From an optimization exercise on the open Yosys and OpenROAD flow, aimed at small area, a short achievable clock period and few clock cycles per item; shortcuts taken in it are not production practice. Function was not checked in any run shown here: the RTL went through the layout flow alone.

**flow/design.v**
```verilog
module Squarer(a, b);	
	input [6:0] a;
	output [6:0] b;
	assign b[0] = a[0];
	assign b[1] = a[4];
	assign b[2] = a[4] ^ a[1];
	assign b[3] = a[5];
	assign b[4] = a[5] ^ a[2];
	assign b[5] = a[6];
	assign b[6] = a[6] ^ a[3];
endmodule 
module Mastrovito7(a, b, c);
	input [6:0] a, b;
	output wire [6:0] c;
	wire s0, s1, s2, s3, s4, s5, s6, s7, s8, s9, s10, s11, s12;
	assign s0 = a[0] & b[0];
	assign s1 = (a[1] & b[0]) ^ (a[0] & b[1]);
	assign s2 = (a[2] & b[0]) ^ (a[1] & b[1]) ^ (a[0] & b[2]);
	assign s3 = (a[3] & b[0]) ^ (a[2] & b[1]) ^ (a[1] & b[2]) ^ (a[0] & b[3]);
	assign s4 = (a[4] & b[0]) ^ (a[3] & b[1]) ^ (a[2] & b[2]) ^ (a[1] & b[3]) ^ (a[0] & b[4]);
	assign s5 = (a[5] & b[0]) ^ (a[4] & b[1]) ^ (a[3] & b[2]) ^ (a[2] & b[3]) ^ (a[1] & b[4]) ^ (a[0] & b[5]);
	assign s6 = (a[6] & b[0]) ^ (a[5] & b[1]) ^ (a[4] & b[2]) ^ (a[3] & b[3]) ^ (a[2] & b[4]) ^ (a[1] & b[5]) ^ (a[0] & b[6]);
	assign s7 = (a[6] & b[1]) ^ (a[5] & b[2]) ^ (a[4] & b[3]) ^ (a[3] & b[4]) ^ (a[2] & b[5]) ^ (a[1] & b[6]);
	assign s8 = (a[6] & b[2]) ^ (a[5] & b[3]) ^ (a[4] & b[4]) ^ (a[3] & b[5]) ^ (a[2] & b[6]);
	assign s9 = (a[6] & b[3]) ^ (a[5] & b[4]) ^ (a[4] & b[5]) ^ (a[3] & b[6]);
	assign s10 = (a[6] & b[4]) ^ (a[5] & b[5]) ^ (a[4] & b[6]);
	assign s11 = (a[6] & b[5]) ^ (a[5] & b[6]);
	assign s12 = (a[6] & b[6]);
	assign c[0] = s7 ^ s0;
	assign c[1] = s8 ^ s7 ^ s1;
	assign c[2] = s9 ^ s8 ^ s2;
	assign c[3] = s10 ^ s9 ^ s3;
	assign c[4] = s11 ^ s10 ^ s4;
	assign c[5] = s12 ^ s11 ^ s5;
	assign c[6] = s12 ^ s6;
endmodule 
module Inverse(a, b);
	input [6:0] a;
	output reg [6:0] b;
	always @(*) begin
		case (a)
			7'd0: b = 7'd0;
			7'd1: b = 7'd1;
			7'd2: b = 7'd65;
			7'd3: b = 7'd126;
			7'd4: b = 7'd97;
			7'd5: b = 7'd42;
			7'd6: b = 7'd63;
			7'd7: b = 7'd54;
			7'd8: b = 7'd113;
			7'd9: b = 7'd18;
			7'd10: b = 7'd21;
			7'd11: b = 7'd74;
			7'd12: b = 7'd94;
			7'd13: b = 7'd79;
			7'd14: b = 7'd27;
			7'd15: b = 7'd103;
			7'd16: b = 7'd121;
			7'd17: b = 7'd92;
			7'd18: b = 7'd9;
			7'd19: b = 7'd112;
			7'd20: b = 7'd75;
			7'd21: b = 7'd10;
			7'd22: b = 7'd37;
			7'd23: b = 7'd68;
			7'd24: b = 7'd47;
			7'd25: b = 7'd35;
			7'd26: b = 7'd102;
			7'd27: b = 7'd14;
			7'd28: b = 7'd76;
			7'd29: b = 7'd71;
			7'd30: b = 7'd114;
			7'd31: b = 7'd110;
			7'd32: b = 7'd125;
			7'd33: b = 7'd91;
			7'd34: b = 7'd46;
			7'd35: b = 7'd25;
			7'd36: b = 7'd69;
			7'd37: b = 7'd22;
			7'd38: b = 7'd56;
			7'd39: b = 7'd61;
			7'd40: b = 7'd100;
			7'd41: b = 7'd119;
			7'd42: b = 7'd5;
			7'd43: b = 7'd96;
			7'd44: b = 7'd83;
			7'd45: b = 7'd123;
			7'd46: b = 7'd34;
			7'd47: b = 7'd24;
			7'd48: b = 7'd86;
			7'd49: b = 7'd116;
			7'd50: b = 7'd80;
			7'd51: b = 7'd52;
			7'd52: b = 7'd51;
			7'd53: b = 7'd81;
			7'd54: b = 7'd7;
			7'd55: b = 7'd62;
			7'd56: b = 7'd38;
			7'd57: b = 7'd60;
			7'd58: b = 7'd98;
			7'd59: b = 7'd73;
			7'd60: b = 7'd57;
			7'd61: b = 7'd39;
			7'd62: b = 7'd55;
			7'd63: b = 7'd6;
			7'd64: b = 7'd127;
			7'd65: b = 7'd2;
			7'd66: b = 7'd108;
			7'd67: b = 7'd84;
			7'd68: b = 7'd23;
			7'd69: b = 7'd36;
			7'd70: b = 7'd77;
			7'd71: b = 7'd29;
			7'd72: b = 7'd99;
			7'd73: b = 7'd59;
			7'd74: b = 7'd11;
			7'd75: b = 7'd20;
			7'd76: b = 7'd28;
			7'd77: b = 7'd70;
			7'd78: b = 7'd95;
			7'd79: b = 7'd13;
			7'd80: b = 7'd50;
			7'd81: b = 7'd53;
			7'd82: b = 7'd122;
			7'd83: b = 7'd44;
			7'd84: b = 7'd67;
			7'd85: b = 7'd109;
			7'd86: b = 7'd48;
			7'd87: b = 7'd117;
			7'd88: b = 7'd104;
			7'd89: b = 7'd107;
			7'd90: b = 7'd124;
			7'd91: b = 7'd33;
			7'd92: b = 7'd17;
			7'd93: b = 7'd120;
			7'd94: b = 7'd12;
			7'd95: b = 7'd78;
			7'd96: b = 7'd43;
			7'd97: b = 7'd4;
			7'd98: b = 7'd58;
			7'd99: b = 7'd72;
			7'd100: b = 7'd40;
			7'd101: b = 7'd118;
			7'd102: b = 7'd26;
			7'd103: b = 7'd15;
			7'd104: b = 7'd88;
			7'd105: b = 7'd106;
			7'd106: b = 7'd105;
			7'd107: b = 7'd89;
			7'd108: b = 7'd66;
			7'd109: b = 7'd85;
			7'd110: b = 7'd31;
			7'd111: b = 7'd115;
			7'd112: b = 7'd19;
			7'd113: b = 7'd8;
			7'd114: b = 7'd30;
			7'd115: b = 7'd111;
			7'd116: b = 7'd49;
			7'd117: b = 7'd87;
			7'd118: b = 7'd101;
			7'd119: b = 7'd41;
			7'd120: b = 7'd93;
			7'd121: b = 7'd16;
			7'd122: b = 7'd82;
			7'd123: b = 7'd45;
			7'd124: b = 7'd90;
			7'd125: b = 7'd32;
			7'd126: b = 7'd3;
			7'd127: b = 7'd64;
			default: b = 7'd0;
		endcase
	end
endmodule
module PointAdder(point1, point2, den_inv, dbl, sum);
	input [13:0] point1;
	input [13:0] point2;
	input [6:0] den_inv;
	input dbl;
	output [13:0] sum;
	wire [6:0] x1 = point1[6:0];
	wire [6:0] y1 = point1[13:7];
	wire [6:0] x2 = point2[6:0];
	wire [6:0] y2 = point2[13:7];
	wire [6:0] num = y1 ^ (y2 & {7{~dbl}});
	wire [6:0] q, slope, slopeSquared, out;
	Mastrovito7 mult2(num, den_inv, q);
	assign slope = q ^ (x1 & {7{dbl}});
	Squarer square(slope, slopeSquared);
	wire [6:0] point3x = slopeSquared ^ slope ^ 7'b1 ^ ((x1 ^ x2) & {7{~dbl}});
	Mastrovito7 mult(slope, x1 ^ point3x, out);
	wire [6:0] point3y = out ^ point3x ^ y1;
	assign sum = (den_inv == 7'd0) ? 14'b0 : {point3y, point3x};
endmodule
module PointMultiplier(point, scalar, clk, start, result, done);
	input [13:0] point;
	input [6:0] scalar;
	input clk, start;
	output [13:0] result;
	output reg done;
	reg [13:0] cur;
	reg [13:0] acc;
	reg [6:0] ks;
	reg ph;
	reg accz;
	reg dbl;
	reg [6:0] invd;
	wire cur_zero = (cur == 14'b0);
	wire acc_zero = (acc == 14'b0);
	wire last = (ks[6:1] == 6'b0);
	wire add_now = ks[0] & ~ph;           
	wire [13:0] unit_out;
	PointAdder unit(cur, acc, invd, dbl, unit_out);
	wire [6:0] den_n;
	wire [6:0] invd_n;
	Inverse inv_next(start ? point[6:0] : den_n, invd_n);
	assign result = acc;
	reg [6:0] ks_n;
	reg ph_n, accz_n;
	wire dbl_n = ~(ks_n[0] & ~ph_n & ~accz_n);
	wire [6:0] den_add = accz ? cur[6:0] : acc[6:0];
	assign den_n = (add_now & ~accz) ? cur[6:0] :
	                   (unit_out[6:0] ^ (den_add & {7{~dbl_n}}));
	always @(*) begin
		ks_n = ks;
		ph_n = ph;
		accz_n = acc_zero;
		if (add_now) begin
			if (accz) begin
				accz_n = 1'b0;
				ks_n = ks >> 1;
			end else begin
				ph_n = 1'b1;
			end
		end else begin
			ks_n = ks >> 1;
			ph_n = 1'b0;
		end
	end
	always @(posedge clk) begin
		if (start) begin
			cur <= point;
			acc <= 14'b0;
			ks <= scalar;
			ph <= 1'b0;
			accz <= 1'b1;
			dbl <= 1'b1;
			invd <= invd_n;
			done <= 1'b0;
		end else if (!done) begin
			ks <= ks_n;
			ph <= ph_n;
			accz <= accz_n;
			dbl <= dbl_n;
			invd <= invd_n;
			if (ks == 7'b0 || cur_zero) begin
				done <= 1'b1;
			end else if (add_now) begin
				if (accz) begin
					acc <= cur;
					if (last) done <= 1'b1;
					else begin
						cur <= unit_out;
						if (cur[6:0] == 7'b0) done <= 1'b1;
					end
				end else begin
					acc <= unit_out;
					if (last) done <= 1'b1;
				end
			end else begin
				cur <= unit_out;
				if (cur[6:0] == 7'b0) done <= 1'b1;
			end
		end
	end
endmodule
```
**flow/flow/run.sh**
```bash
#!/bin/bash
# Layout flow: the standard flow, except that the synthesis's final
# technology mapping (ABC) uses Yosys's default ABC script with a delay
# target instead of ORFS's abc_speed/abc_area script, and the half/full-adder
# extraction is off (this design is XOR logic, not arithmetic).
# Everything before ABC (and so every register, its name and cell) is
# the standard synthesis (synth_recipe.tcl); everything after synthesis
# is standard.sh.
set -euo pipefail
W=$(pwd)
export MY_ABC_D=$(cat "$W/flow/abc_d.txt" 2>/dev/null || echo 4000)
make -C "$FLOW_HOME" DESIGN_CONFIG="$W/config.mk" WORK_HOME="$W/orfs" CLKGATE_MAP_FILE= \
  SYNTH_SCRIPT="$W/flow/my_synth.tcl" ADDER_MAP_FILE= synth > "$W/synth.log" 2>&1
bash "$W/standard.sh" > "$W/layout.log" 2>&1
```
**flow/flow/abc_d.txt**
```
4000
```
**flow/flow/my_synth.tcl**
```tcl
proc synth {args} { yosys synth -nofsm -noshare {*}$args }
# Same synthesis as synth_recipe.tcl, but the final technology mapping uses
# Yosys's default ABC script with the delay target from MY_ABC_D (ps).
proc abc {args} {
  set keep {}
  set i 0
  while {$i < [llength $args]} {
    set a [lindex $args $i]
    if {$a eq "-script" || $a eq "-D"} {
      incr i 2
      continue
    }
    lappend keep $a
    incr i
  }
  if {[info exists ::env(MY_ABC_SCRIPT)] && $::env(MY_ABC_SCRIPT) ne ""} {
    lappend keep -script $::env(MY_ABC_SCRIPT)
  }
  yosys abc {*}$keep -D [expr {[info exists ::env(MY_ABC_D)] ? $::env(MY_ABC_D) : 4000}]
}
source $::env(SCRIPTS_DIR)/synth.tcl
# left out here: clear keep_hierarchy, flatten, clean up, hide names made inside functions, write 1_2_yosys.v
```
**flow/standard.sh**
```bash
#!/bin/bash
# synth_recipe.tcl (not shown) runs the flow's synth.tcl, then flattens the netlist and writes it again
# the make line also repeats each setting of config.mk as NAME=value (left out here)
make -C /OpenROAD-flow-scripts/flow DESIGN_CONFIG=/design/flow/config.mk WORK_HOME=/design/flow/orfs CLKGATE_MAP_FILE= SYNTH_SCRIPT=/design/flow/synth_recipe.tcl "${@:-finish}"
```
**flow/config.mk**
```make
export PLATFORM = sky130hd
export DESIGN_NAME = PointMultiplier
export DESIGN_NICKNAME = PointMultiplier
export VERILOG_FILES = /design/flow/design.v
export SDC_FILE = /design/flow/constraint.sdc
export NUM_CORES = 4
export LEC_CHECK = 0
export CAP_MARGIN = 20
export CORE_MARGIN = 2
export CORE_UTILIZATION = 55
export SETUP_SLACK_MARGIN = 4
export SLEW_MARGIN = 20
```
**flow/constraint.sdc**
```tcl
create_clock -name core_clock -period 8.0 [get_ports {clk}]
set_input_delay 1.6000 -clock core_clock [delete_from_list [all_inputs] [get_ports {clk}]]
set_output_delay 1.6000 -clock core_clock [all_outputs]
set_load 0.01 [all_outputs]
```
==> results of run 1 <==
## cells by family after synthesis
logic type / after synthesis / share of synthesized area (%)
xor+xnor: 128 / 27.44
mux: 7 / 1.261
simple gates: 300 / 23.95
flops: 46 / 21.61
compound gates: 196 / 22.69
buf+inv: 44 / 3.039
## synthesized netlist by cell type, types with 7 or more instances
master      n
a21o_1      7
a21oi_1    44
a31oi_1     7
clkbuf_1   36
dfxtp_1    18
edfxtp_1   28
mux2i_1     7
nand2_1   127
nand2b_1   18
nand3_1    25
nor2_1     75
nor2b_1     9
nor3_1     18
o211ai_1   10
o21ai_0    53
o221ai_1    9
o22ai_1     8
xnor2_1    67
xnor2_2     8
xnor3_1    19
xor2_1     28
## repair_timing
action / 4_1_cts / 5_1_grt
pin swaps: 22 / 17
gates cloned: 0 / 1
endpoints found under the setup margin: 35 / 21
gates resized for setup: 69 / 48
buffers inserted: 54 / 24
## flip-flops by register name, summed over array words and instances, names as in the netlist
name,cells
acc,14
accz,1
cur,14
dbl,1
done,1
invd,7
ks,7
ph,1
## cells in the final DEF (no fill, tap or decap), drive strengths merged, types with 8 or more instances in the layout
cell and instances:
a21oi 45, buf 82, clkdlybuf4s50 36, dfxtp 18, edfxtp 28, nand2 128
nand2b 18, nand3 26, nor2 76, nor2b 9, nor3 20, o211ai 10
o21ai 59, o221ai 9, o22ai 8, xnor2 75, xnor3 20, xor2 29
## per-stage QoR
| step | utilization (%) | hold slack [ps] | instances | area [um2] | setup slack, ps |
|---|---|---|---|---|---|
| floorplan | - | 470.2 | 721 | 5808 | 3874 |
| global placement | 63.33 | 478.2 | 855 | 6190 | 2493 |
| detailed placement | 63.39 | 483.8 | 855 | 6196 | 2762 |
| CTS | 72.03 | 496.7 | 917 | 7041 | 3329 |
| global route | 76.50 | 561.5 | 942 | 7477 | 2971 |
| finish | 76.50 | 550.0 | 942 | 7477 | 3107 |
## worst reg2reg max path, stage by stage (launching register included)
cell      delay, ps
edfxtp_1        520
xnor2_4         350
buf_4           210
nand2_1         110
xor2_2          200
xnor3_2         420
xnor2_2         230
xnor3_2         580
xnor2_4         270
nand3_2         130
a32oi_4         300
buf_12          170
nand2_8         160
xnor2_2         360
a21oi_1         120
a21oi_1         210
o22ai_1         130
a22o_1          210
## routing by layer
metal | global-route usage (%) | part of all wire, %
met5 | 0 | 0
met4 | 20.46 | 8.6
met3 | 7.268 | 14
met2 | 61.62 | 44
met1 | 47.00 | 33
## final cells by class
cell class / instances / area (um2)
Timing Repair Buffer: 118 / 1005
Sequential cell: 46 / 1211
Clock inverter: 3 / 28.78
Inverter: 5 / 21.27
Multi-Input combinational cell: 632 / 4976
Clock buffer: 5 / 68.82
Tap cell: 133 / 166.4
Fill cell: 623 / 2297
## worst paths after layout
path	end	slack (ps)	cells after the start
max	invd[1]	3110	17
min	acc[11]	550	2
max reg2reg	invd[1]	3110	17
min reg2reg	acc[11]	550	2
==> results.json, run 1 <==
{
  "gp_congestion": 0.9514,
  "drc": 0,
  "cp_top_family": "XOR/XNOR gates",
  "slowest_delay_ps": 580,
  "antenna_found_initial": 0,
  "seq_area_frac_synth_pct": 21.61,
  "die_x_um": 104.5,
  "syn_nets": 744,
  "placementRows": 36,
  "overflow": 0,
  "r2r-start": "cur[9]",
  "syn_area_um2": 5558,
  "antenna_left": 0,
  "dieArea_um2": 10930,
  "via_count": 6616,
  "antenna_cells": 0,
  "synth_top_area_share_pct": 15.13,
  "postSynthCellCount": 721,
  "port-buffer-count": 37,
  "ys_types": 59,
  "ys_ff_latch": 46,
  "drt_iter0_markers": 1115,
  "area.growth.synth_to_final_pct": 34.53,
  "post-route-min-period_ps": 4893,
  "ioPinCount": 38,
  "synth-async-reset-ratio_pct": 0,
  "yosys-top-cells-area": "edfxtp_1, xnor2_1, nand2_1",
  "first_global_vias": 6000,
  "cap_violations": 0,
  "clock_skew_ps": 12.73,
  "tns_ps": 0,
  "status": "complete, no violations",
  "crit_chain": "xnor2_4 > buf_4 > nand2_1 > xor2_2 > xnor3_2 > xnor2_2 > xnor3_2 > xnor2_4 > nand3_2 > a32oi_4 > buf_12 > nand2_8 > xnor2_2 > a21oi_1 > a21oi_1 > o22ai_1 > a22o_1",
  "synth_ff_type": "edfxtp_1",
  "cts_tree": "done",
  "min_period_over_period_pct": 61.16,
  "grt_setup_unrepaired": "true",
  "startpoint": "cur[9]",
  "required_ps": 8090,
  "syn_area_per_cell_um2": 7.709,
  "criticalPathCategory": "reg2reg",
  "max_slew_margin_pct": 39.66,
  "ys_warn_count": 2,
  "slew_viol_final": 0,
  "dp_hpwl_mm": 13.24,
  "worstPathArrival_ps": 4990,
  "grt_pass1_wl_mm": 32.57,
  "root_buffer": "clkbuf_8",
  "synth_top_area_cell": "edfxtp_1",
  "start_kind": "flip-flop",
  "cp_max_fo": 27,
  "path_clk_slew_ps": 120,
  "cts_hold_buf": 0,
  "drt-pass1-iter-count": 9,
  "worst-path-buf-inv": 2,
  "final_hold_viol_count": 0,
  "cts_sinks": 46,
  "insertion_delay_ps": 320,
  "synth_edf_count": 28,
  "finalSetupViolCount": 0,
  "hp-start": "acc[11]",
  "cts_buffers": 5,
  "cts_buffer_depth": 2,
  "htree_levels": 2,
  "fmax_ghz": 0.2044,
  "hold_path.class": "reg2reg",
  "die_h_um": 104.5,
  "tightest_slew_ps": 898.6,
  "grt_max_degree": 59,
  "wl_per_cell_um": 24.83,
  "final_nets": 831,
  "viasPerCell": 7.023,
  "grt_usage_pct": 37.76,
  "totalWireLength_mm": 23.39,
  "crit_path_end_kind": "flip-flop",
  "start_util_pct": 56.86,
  "drive_gt1_share_pct": 26.70,
  "critPathSlowestCell": "xnor3_2",
  "core_um2": 9774
}
==> run 2, diff against run 1 <==
--- a/flow/config.mk
+++ b/flow/config.mk
@@ -8,5 +8,5 @@
 export CAP_MARGIN = 20
 export CORE_MARGIN = 2
 export CORE_UTILIZATION = 55
-export SETUP_SLACK_MARGIN = 4
+export SETUP_SLACK_MARGIN = 3
 export SLEW_MARGIN = 20
==> run 2 against run 1 <==
Net effect: sequential share of layout area increased by 0.45 points; sequential cell count unchanged; fmax decreased by 3.4%; first-iteration DRC count decreased by 10%; global-route usage decreased by 3.1 points; register-to-register slack got worse by 170 ps; hold slack got worse by 31 ps; design area decreased by 3.1%; non-clock buffer count decreased by 24; wire length decreased by 5.2%; critical path depth increased by 2; critical path type unchanged.
==> results.json, run 2 <==
{
  "ys_types": 59,
  "first_global_vias": 5728,
  "grt_usage_pct": 34.64,
  "final_nets": 810,
  "overflow": 0,
  "fin_cells": 921,
  "yosys.cell_count.top_type": "nand2_1",
  "drt-pass1-iter-count": 8,
  "grt_setup_unrepaired": "false",
  "start_kind": "flip-flop",
  "post-route-min-period_ps": 5066,
  "placementRows": 36,
  "clock_skew_ps": 5.138,
  "dpl.cell_count": 856,
  "port-buffer-count": 37,
  "tightest_slew_ps": 985.9,
  "final_common_cell": "nand2_1",
  "reg_top3": "acc (14), cur (14)",
  "start_util_pct": 56.86,
  "fmax_ghz": 0.1974,
  "grt_pass1_wl_mm": 30.11,
  "area.growth.synth_to_final_pct": 30.35,
  "postSynthCellCount": 721,
  "drc": 0,
  "ys_ff_latch": 46,
  "status": "complete, no violations",
  "final_hold_viol_count": 0,
  "synth-async-reset-ratio_pct": 0,
  "syn_nets": 744,
  "tns_ps": 0,
  "path_clk_slew_ps": 100,
  "crit_path_end_kind": "flip-flop",
  "drt_iter0_markers": 998,
  "seq_area_frac_synth_pct": 21.61,
  "syn_area_um2": 5558,
  "cts_buffers": 5,
  "synth_top_area_cell": "edfxtp_1",
  "min_period_over_period_pct": 63.32,
  "viasPerCell": 7.020,
  "cts_sinks": 46,
  "ys_warn_count": 2,
  "cap_violations": 0,
  "insertion_delay_ps": 330,
  "antenna_found_initial": 0,
  "multi_input_area_um2": 4876,
  "die_x_um": 104.5,
  "syn_area_per_cell_um2": 7.709,
  "cp_max_fo": 12,
  "dieArea_um2": 10930,
  "finalSetupViolCount": 0,
  "cts_buffer_depth": 2,
  "root_buffer": "clkbuf_8",
  "synth_ff_type": "edfxtp_1",
  "dp_hpwl_mm": 13.40,
  "required_ps": 8250,
  "via_count": 6465,
  "fill_cells": 674,
  "regArea_um2": 1206,
  "antenna_left": 0,
  "core_um2": 9774,
  "synth_top_area_share_pct": 15.13,
  "hold_path.class": "reg2reg",
  "antenna_cells": 0,
  "yosys-top-cells-area": "edfxtp_1, xnor2_1, nand2_1",
  "ioPinCount": 38,
  "die_h_um": 104.5,
  "grt_max_degree": 59,
  "synth_edf_count": 28,
  "htree_levels": 2,
  "slew_viol_final": 0,
  "synth.top_cells.by_count": "nand2_1, nor2_1, xnor2_1, o21ai_0, a21oi_1",
  "cts_tree": "done",
  "criticalPathCategory": "reg2reg",
  "worstPathArrival_ps": 5320,
  "totalWireLength_mm": 22.16,
  "cts_hold_buf": 0,
  "drive_gt1_share_pct": 20.69,
  "wl_per_cell_um": 24.06,
  "mostFrequentLayoutCells": "nand2_1, nor2_1, xnor2_1, buf_4, o21ai_0",
  "max_slew_margin_pct": 34.03,
  "gp_congestion": 1.004
}
==> run 2: area by class of cell <==
cell class	count	share of cell area [%]
Tap cell	133	2.297
Timing Repair Buffer	94	12.04
Sequential cell	46	16.65
Clock buffer	7	1.347
Inverter	5	0.2591
Clock inverter	1	0.1036
Multi-Input combinational cell	635	67.31
==> run 2: critical path: stages, from the launching register on <==
cell      delay (ps)
dfxtp_4          370
buf_12           150
nand2b_1         240
xnor2_4          270
buf_4            160
nand2_1           80
xor2_2           250
xnor3_1          340
xor3_2           450
buf_12           160
xnor2_4          230
xor3_2           440
nor2_1           150
xnor3_1          430
xor2_1           200
xnor3_1          280
a21oi_1          200
o21ai_0          180
a21o_1           220
a21oi_1          160
==> run 2: timing repair <==
item,4_1_cts,5_1_grt
endpoints found under the hold margin,0,0
buffers inserted,16,36
pin swaps,8,40
resized for setup,46,85
setup endpoints to repair,9,16
cloned,0,5
==> run 2: final timing paths <==
path | startpoint | endpoint | slack (ps) | cells past startpoint
hold reg to reg | acc[10] | acc[10] | 520 | 2
hold / removal | acc[10] | acc[10] | 520 | 2
setup reg to reg | dbl | acc[10] | 2930 | 19
setup / recovery | dbl | acc[10] | 2930 | 19
==> run 2: logic make-up (layout without fill, tap and decap cells) <==
family	Yosys count	after routing	synth area share, %
and+or+nand+nor	300	302	23.95
buffers and inverters	44	107	3.039
DFF	46	46	21.61
xor gates and xnor gates	128	128	27.44
muxes	7	7	1.261
AOI/OAI and AO/OA	196	198	22.69
==> run 2: routing by layer <==
metal / routed length (um) / part of all wire (%) / global-route usage [%] / vias up
met2: 10100 / 46 / 53.50 / 581
met5: 0 / 0 / 0 / -
met1: 8055 / 36 / 45.85 / 3016
met3: 2704 / 12 / 8.145 / 136
met4: 1300 / 5.9 / 15.93 / 0
li1: - / - / - / 2732
==> run 2: metrics by stage <==
| stage | setup WS, ps | area (um2) | hold WS, ps | util [%] |
|---|---|---|---|---|
| detailed placement | 1951 | 5973 | 488.6 | 61.11 |
| global route | 2718 | 7244 | 579.0 | 74.12 |
| global placement | 2025 | 5973 | 473.3 | 61.11 |
| floorplan | 3437 | 5558 | 489.6 | - |
| CTS | 2985 | 6439 | 505.7 | 65.87 |
| finish | 2934 | 7244 | 518.6 | 74.12 |
==> run 3, diff against run 2 <==
==> flow/flow/run.sh (replaced) <==
#!/bin/bash
# Layout flow: the standard flow, except that the synthesis's final
# technology mapping (ABC) runs flow/abc.script (Yosys's default ABC script
# for a liberty library, with a relaxed delay target for area recovery)
# instead of ORFS's abc_speed/abc_area script, and the half/full-adder
# extraction is off (this design is XOR logic, not arithmetic).
# Everything before ABC (and so every register, its name and cell) is
# the standard synthesis (synth_recipe.tcl); everything after synthesis
# is standard.sh. Logs: synth.log, layout.log.
set -euo pipefail
W=$(pwd)
export MY_ABC_D=$(cat "$W/flow/abc_d.txt" 2>/dev/null || echo 4000)
export MY_ABC_SCRIPT="$W/flow/abc.script"
make -C "$FLOW_HOME" DESIGN_CONFIG="$W/config.mk" WORK_HOME="$W/orfs" CLKGATE_MAP_FILE= \
  SYNTH_SCRIPT="$W/flow/my_synth.tcl" ADDER_MAP_FILE= synth > "$W/synth.log" 2>&1
bash "$W/standard.sh" > "$W/layout.log" 2>&1
==> flow/flow/abc.script (new file) <==
strash; &get -n; &fraig -x; &put; dc2; strash; &get -n; &dch -f; &nf -R 20 {D}; &put; buffer; upsize {D}; dnsize {D}; stime -p
--- a/flow/config.mk
+++ b/flow/config.mk
@@ -8,5 +8,5 @@
 export CAP_MARGIN = 20
 export CORE_MARGIN = 2
 export CORE_UTILIZATION = 55
-export SETUP_SLACK_MARGIN = 3
+export SETUP_SLACK_MARGIN = 2
 export SLEW_MARGIN = 20
==> run 3 against run 2 <==
Net effect: via count shrank 12%; critical path type unchanged; sequential cell count stayed put; fmax is 12% lower; register-to-register slack lost 660 ps; non-clock buffer count shrank 48; critical endpoint is now invd[5]; count of clock-buffer cells in the layout fell by 2; synthesized cell count grew 1.5%; synthesized area shrank 1.8%; worst setup slack lost 660 ps; core utilization shrank 12 points; critical path depth unchanged; highest routed layer unchanged.
==> results.json, run 3 <==
{
  "r2r_end": "invd[5]",
  "slew_viol_final": 0,
  "ys_warn_count": 2,
  "grt_setup_unrepaired": "false",
  "final_common_cell": "nand2_1",
  "synth_top_area_share_pct": 15.41,
  "dieArea_um2": 10730,
  "grt_pass1_wl_mm": 27.84,
  "totalWireLength_mm": 17.45,
  "final_hold_viol_count": 0,
  "tns_ps": 0,
  "hold_path.class": "reg2reg",
  "max_slew_margin_pct": 35.80,
  "hp-start": "ph",
  "cts_buffer_depth": 2,
  "dp_hpwl_mm": 12.93,
  "worstHoldEndpoint": "ph",
  "r2r-start": "dbl",
  "criticalPathCategory": "reg2reg",
  "final_nets": 770,
  "grt_max_degree": 32,
  "cap_violations": 0,
  "cts_sinks": 46,
  "clock_skew_ps": 13.61,
  "syn_nets": 755,
  "crit_path_end_kind": "flip-flop",
  "synth-async-reset-ratio_pct": 0,
  "min_period_over_period_pct": 71.57,
  "area.growth.synth_to_final_pct": 10.18,
  "synth_top_area_cell": "edfxtp_1",
  "tightest_slew_ps": 960.2,
  "via_count": 5686,
  "mostFrequentLayoutCells": "nand2_1, nor2_1, xnor2_1, o21ai_0, a21oi_1",
  "yosys.cell_count.top_type": "nand2_1",
  "hold_depth": 2,
  "cts_hold_buf": 0,
  "fill_cells": 867,
  "seq_area_frac_synth_pct": 22.01,
  "overflow": 0,
  "synth_edf_count": 28,
  "htree_levels": 2,
  "fin_area_um2": 6012,
  "antenna_found_initial": 0,
  "antenna_left": 0,
  "cp_max_fo": 24,
  "worstPathArrival_ps": 5810,
  "ys_types": 60,
  "placed_area_um2": 5874,
  "port-buffer-count": 37,
  "cts_tree": "done",
  "core_um2": 9684,
  "fmax_ghz": 0.1747,
  "drt-pass1-iter-count": 6,
  "slowest_delay_ps": 610,
  "root_buffer": "clkbuf_8",
  "required_ps": 8090,
  "viasPerCell": 6.454,
  "gp_congestion": 1.012,
  "cp_common_cell": "nand2_1",
  "post-route-min-period_ps": 5725,
  "die_x_um": 103.6,
  "syn_area_um2": 5456,
  "path_clk_slew_ps": 110,
  "finalSetupViolCount": 0,
  "critPathSlowestCell": "dfxtp_2",
  "start_kind": "flip-flop",
  "grt_usage_pct": 31.97,
  "placementRows": 36,
  "antenna_cells": 0,
  "ioPinCount": 38,
  "drc": 0,
  "synth.top_cells.by_count": "nand2_1, nor2_1, xnor2_1, o21ai_0, a21oi_1",
  "first_global_vias": 5265,
  "yosys-top-cells-area": "edfxtp_1, xnor2_1, nand2_1",
  "insertion_delay_ps": 320,
  "ff2ff_path_depth": 19,
  "syn_area_per_cell_um2": 7.454,
  "status": "complete, no violations",
  "die_h_um": 103.6,
  "reg_top3": "acc (14), cur (14)",
  "ys_ff_latch": 46,
  "cts_buffers": 5,
  "rrSetupSlack_ps": 2270,
  "drive_gt1_share_pct": 6.684,
  "wl_per_cell_um": 19.80,
  "postSynthCellCount": 732,
  "crit_chain": "nand2b_4 > xnor2_2 > nand2_1 > xnor3_1 > xnor3_2 > xor2_2 > xnor3_2 > xnor2_2 > nand2_1 > xor2_1 > o211ai_1 > buf_4 > nand2_1 > nand2_1 > nor2_1 > a21oi_1 > a22oi_1 > o22ai_1 > o21a_1",
  "drt_iter0_markers": 726,
  "synth_ff_type": "edfxtp_1",
  "start_util_pct": 56.34
}
[run 3: changes by cell type after synthesis, moves of 6 or more]
cell,previous run,this run
nand2_1,127,146
xor2_1,28,34
xnor2_1,67,74
nand2b_1,18,10
nor2_1,75,88
xnor3_1,19,8
nand3_1,25,12
[run 3: cell families (layout without fill, tap and decap cells)]
logic type | after synthesis | after routing | synth area share, %
and+or+nand+nor | 305 | 305 | 24.03
AOI/OAI and AO/OA | 191 | 191 | 21.69
xor gates and xnor gates | 136 | 136 | 27.22
DFF | 46 | 46 | 22.01
buffers and inverters | 45 | 61 | 3.394
muxes | 9 | 9 | 1.651
[run 3: worst max-delay path: cells and delay by family (launching register included)]
kind	cells	cell delay, ps
AOI/OAI and AO/OA	5	850
DFF	1	610
xor gates and xnor gates	7	2430
buffers and inverters	1	230
and+or+nand+nor	6	1350
[run 3: area by class of cell]
| type | instances | area (um2) | share of cell area [%] |
|---|---|---|---|
| Clock buffer | 5 | 68.82 | 1.145 |
| Clock inverter | 3 | 43.79 | 0.7284 |
| Inverter | 7 | 26.28 | 0.4370 |
| Multi-Input combinational cell | 641 | 4071 | 67.72 |
| Sequential cell | 46 | 1202 | 20.00 |
| Tap cell | 133 | 166.4 | 2.768 |
| Timing Repair Buffer | 46 | 432.9 | 7.201 |
[run 3: worst max path at each step]
stage,from,end,cells after the start
2_1_floorplan,acc[7],invd[6],19
3_3_place_gp,dbl,invd[5],17
3_5_place_dp,dbl,invd[6],19
4_1_cts,dbl,invd[6],19
5_1_grt,dbl,invd[6],18
6_report,dbl,invd[5],19
[run 3: per-layer routing]
metal  global-route usage (%)  up-vias  part of all wire [%]
met2                    50.85      421                    45
met5                        0        -                     0
met3                    5.223       73                    10
met1                    42.16     2603                    39
met4                    16.02        0                   5.0
li1                         -     2589                     -
[run 3: per-stage QoR]
| stage | cells | utilization, % | hold WS, ps | setup slack (ps) |
|---|---|---|---|---|
| 4_1_cts | 878 | 61.82 | 528.4 | 2000 |
| 2_1_floorplan | 732 | - | 489.6 | 3475 |
| 3_5_place_dp | 870 | 60.66 | 513.7 | 2035 |
| 6_report | 881 | 62.08 | 539.3 | 2275 |
| 5_1_grt | 881 | 62.08 | 554.9 | 2002 |
| 3_3_place_gp | 870 | 60.66 | 514.3 | 1987 |
[run 3: timing repair]
item / CTS / global route
resized for setup: 0 / 2
endpoints found under the setup margin: 0 / 7
buffers inserted: 0 / 3
==> run 4, diff against run 3 <==
--- a/flow/design.v
+++ b/flow/design.v
@@ -171,17 +171,17 @@
 		endcase
 	end
 endmodule
-module PointAdder(point1, point2, den_inv, dbl, sum);
+module PointAdder(point1, point2, y2m, den_inv, dbl, sum);
 	input [13:0] point1;
 	input [13:0] point2;
+	input [6:0] y2m;
 	input [6:0] den_inv;
 	input dbl;
 	output [13:0] sum;
 	wire [6:0] x1 = point1[6:0];
 	wire [6:0] y1 = point1[13:7];
 	wire [6:0] x2 = point2[6:0];
-	wire [6:0] y2 = point2[13:7];
-	wire [6:0] num = y1 ^ (y2 & {7{~dbl}});
+	wire [6:0] num = y1 ^ y2m;
 	wire [6:0] q, slope, slopeSquared, out;
 	Mastrovito7 mult2(num, den_inv, q);
 	assign slope = q ^ (x1 & {7{dbl}});
@@ -204,12 +204,13 @@
 	reg accz;
 	reg dbl;
 	reg [6:0] invd;
+	reg [6:0] y2m;
 	wire cur_zero = (cur == 14'b0);
 	wire acc_zero = (acc == 14'b0);
 	wire last = (ks[6:1] == 6'b0);
 	wire add_now = ks[0] & ~ph;           
 	wire [13:0] unit_out;
-	PointAdder unit(cur, acc, invd, dbl, unit_out);
+	PointAdder unit(cur, acc, y2m, invd, dbl, unit_out);
 	wire [6:0] den_n;
 	wire [6:0] invd_n;
 	Inverse inv_next(start ? point[6:0] : den_n, invd_n);
@@ -218,6 +219,7 @@
 	reg ph_n, accz_n;
 	wire dbl_n = ~(ks_n[0] & ~ph_n & ~accz_n);
 	wire [6:0] den_add = accz ? cur[6:0] : acc[6:0];
+	wire [6:0] den_add_y = accz ? cur[13:7] : acc[13:7];
 	assign den_n = (add_now & ~accz) ? cur[6:0] :
 	                   (unit_out[6:0] ^ (den_add & {7{~dbl_n}}));
 	always @(*) begin
@@ -245,6 +247,7 @@
 			accz <= 1'b1;
 			dbl <= 1'b1;
 			invd <= invd_n;
+			y2m <= 7'b0;
 			done <= 1'b0;
 		end else if (!done) begin
 			ks <= ks_n;
@@ -252,6 +255,7 @@
 			accz <= accz_n;
 			dbl <= dbl_n;
 			invd <= invd_n;
+			y2m <= den_add_y & {7{~dbl_n}};
 			if (ks == 7'b0 || cur_zero) begin
 				done <= 1'b1;
 			end else if (add_now) begin
==> run 4 against run 3 <==
Net effect: still clean; sequential cell count rose by 7; worst setup slack improved by 66 ps; first-iteration DRC count rose by 26%; non-clock buffer count fell by 3; synthesized area rose by 6.1%; sequential share of layout area rose by 1.1 points; synthesized cell count rose by 2.0%; hold slack got worse by 59 ps; critical path type unchanged; critical endpoint is now invd[1]; highest routed layer unchanged.
==> results.json, run 4 <==
{
  "status": "complete, no violations",
  "dp_hpwl_mm": 13.21,
  "tightest_slew_ps": 1070,
  "wl_per_cell_um": 20.28,
  "busiest_layer": "met2",
  "worstPathArrival_ps": 5720,
  "root_buffer": "clkbuf_8",
  "slowest_delay_ps": 710,
  "crit_path_end_kind": "flip-flop",
  "criticalPathCategory": "reg2reg",
  "postCtsSetupRepairBufs": 0,
  "grt_setup_unrepaired": "false",
  "viasPerCell": 6.451,
  "synth_ff_type": "edfxtp_1",
  "critPathSlowestCell": "o311ai_4",
  "max_slew_margin_pct": 28.45,
  "via_count": 5780,
  "drc": 0,
  "finalSetupViolCount": 0,
  "reg_top3": "acc (14), cur (14)",
  "cp_max_fo": 14,
  "antenna_cells": 0,
  "cts_buffer_depth": 2,
  "synth_edf_count": 28,
  "synth-async-reset-ratio_pct": 0,
  "ys_types": 58,
  "overflow": 0,
  "fin_cells": 896,
  "final_hold_viol_count": 0,
  "placementRows": 37,
  "drive_gt1_share_pct": 6.842,
  "ys_warn_count": 2,
  "hold_path.class": "reg2reg",
  "slew_viol_final": 0,
  "fmax_ghz": 0.1767,
  "regArea_um2": 1341,
  "mostFrequentLayoutCells": "nand2_1, nor2_1, xnor2_1, a21oi_1, o21ai_0",
  "dpl.cell_count": 888,
  "path_clk_slew_ps": 110,
  "synth.top_cells.by_count": "nand2_1, nor2_1, xnor2_1, a21oi_1, o21ai_0",
  "cts_buffers": 5,
  "syn_area_um2": 5789,
  "start_kind": "flip-flop",
  "tns_ps": 0,
  "start_util_pct": 56.33,
  "crit_chain": "xor2_2 > nand2_1 > xor2_1 > xnor3_1 > xnor3_2 > xnor2_1 > xor2_2 > nor3_1 > o311ai_4 > nand2_1 > nand2_1 > o21ai_0 > a21oi_1 > o21ai_0 > o311ai_0 > o21ai_1",
  "ioPinCount": 38,
  "yosys-top-cells-area": "edfxtp_1, nand2_1, xnor2_1",
  "cts_tree": "done",
  "final_nets": 782,
  "cp_common_cell": "nand2_1",
  "required_ps": 8060,
  "drt-pass1-iter-count": 5,
  "synth_top_area_share_pct": 14.52,
  "cts-resized-gates": 0,
  "seq_area_frac_synth_pct": 23.17,
  "htree_levels": 2,
  "post-route-min-period_ps": 5659,
  "dieArea_um2": 11360,
  "final_common_cell": "nand2_1",
  "port-buffer-count": 37,
  "syn_nets": 770,
  "drt_iter0_markers": 912,
  "antenna_found_initial": 0,
  "yosys.cell_count.top_type": "nand2_1",
  "grt_use_met2_pct": 48.23,
  "min_period_over_period_pct": 70.74,
  "grt_util_met3_pct": 9.544,
  "insertion_delay_ps": 320,
  "die_x_um": 106.6,
  "cap_violations": 0,
  "ys_ff_latch": 53,
  "grt_usage_pct": 32.22,
  "die_h_um": 106.6,
  "syn_area_per_cell_um2": 7.750,
  "cts_hold_buf": 0,
  "antenna_left": 0,
  "clock_skew_ps": 6.675,
  "core_um2": 10280,
  "area.growth.synth_to_final_pct": 9.790,
  "gp_congestion": 1.033,
  "gr-usage-met1_pct": 45.12,
  "synth_top_area_cell": "edfxtp_1",
  "totalWireLength_mm": 18.17,
  "cts_sinks": 53,
  "postSynthCellCount": 747,
  "first_global_vias": 5500,
  "fill_cells": 908,
  "multi_input_area_um2": 4302,
  "grt_max_degree": 56,
  "grt_pass1_wl_mm": 29.05
}
-- run 4: changes by cell type after synthesis, sizes merged, moves of 6 or more --
cell | previous run | this run
nor2 | 92 | 70
nand2 | 146 | 160
xnor2 | 88 | 74
o21ai | 64 | 52
a21oi | 50 | 59
nor3 | 16 | 25
dfxtp | 18 | 25
o211a | 1 | 8
xor2 | 37 | 43
-- run 4: routing by layer --
| metal | up-vias | share of wire (%) |
|---|---|---|
| met3 | 38 | 11 |
| li1 | 2654 | - |
| met2 | 347 | 44 |
| met4 | 0 | 2.0 |
| met5 | - | 0 |
| met1 | 2741 | 42 |
-- run 4: worst paths after layout --
kind	to	slack (ps)	depth (start not counted)	from
min	ph	480	2	ph
max reg2reg	invd[1]	2340	16	cur[13]
min reg2reg	ph	480	2	ph
max	invd[1]	2340	16	cur[13]
-- run 4: cells by family after synthesis --
| kind of cell | synth area share (%) |
|---|---|
| and+or+nand+nor | 23.21 |
| AOI/OAI and AO/OA | 21.68 |
| xor gates and xnor gates | 27.04 |
| DFF | 23.17 |
| buffers and inverters | 3.004 |
| muxes | 1.902 |
-- run 4: area by class of cell --
class	instances	area share, %
Inverter	7	0.4134
Multi-Input combinational cell	649	67.68
Timing Repair Buffer	43	6.457
Tap cell	136	2.677
Sequential cell	53	21.10
Clock inverter	1	0.1378
Clock buffer	7	1.535
-- run 4: per-stage QoR --
| step | setup slack, ps | hold WS [ps] | util [%] | cell area (um2) |
|---|---|---|---|---|
| final | 2341 | 480.1 | 61.85 | 6356 |
| after global routing | 2043 | 524.8 | 61.85 | 6356 |
| after CTS | 2324 | 480.7 | 61.77 | 6349 |
| after detailed placement | 2347 | 464.4 | 60.74 | 6242 |
| after global placement | 1850 | 458.8 | 60.64 | 6232 |
| after floorplan | 3714 | 444.6 | - | 5789 |
-- run 4: critical path, delay by kind of cell, from the launching register on --
family	cells	cell delay, ps
xor gates and xnor gates	6	2330
AOI/OAI and AO/OA	6	1380
and+or+nand+nor	4	1150
DFF	1	520

[afterwards: timing with drivers on the ports]
No port has a modelled driver above. Below, the same layouts with a new extraction and two added sets of constraints. Step 1, drivers: a clkbuf_16 drives clk and a buf_2 each remaining input, both assumed. Step 2 adds t to the input delays and takes it off the output delays; t is the mean of the earliest and latest rising clock arrival at the registers after step 1. Input paths then give back, and output paths get back, about the clock's delay inside the block. Three values: no drivers, after step 1, after step 2; two values: the first two.
run	shift t [ns]	setup WS [ns]	worst setup path after step 2	worst data-port slew with drivers (ns)	pins driven straight from the clock port
run 1	0.349	3.107 / 3.107 / 3.065	input to register	0.04	1
run 2	0.358	2.934 / 2.934 / 2.698	input to register	0.04	1
run 3	0.348	2.275 / 2.275 / 2.275	register to register	0.04	1
run 4	0.353	2.341 / 2.341 / 2.341	register to register	0.03	1
After both steps setup and hold are still met in every run listed. The setup slack of run 2, which loses most, moves by 0.000 ns with the drivers and by -0.236 ns with both steps.
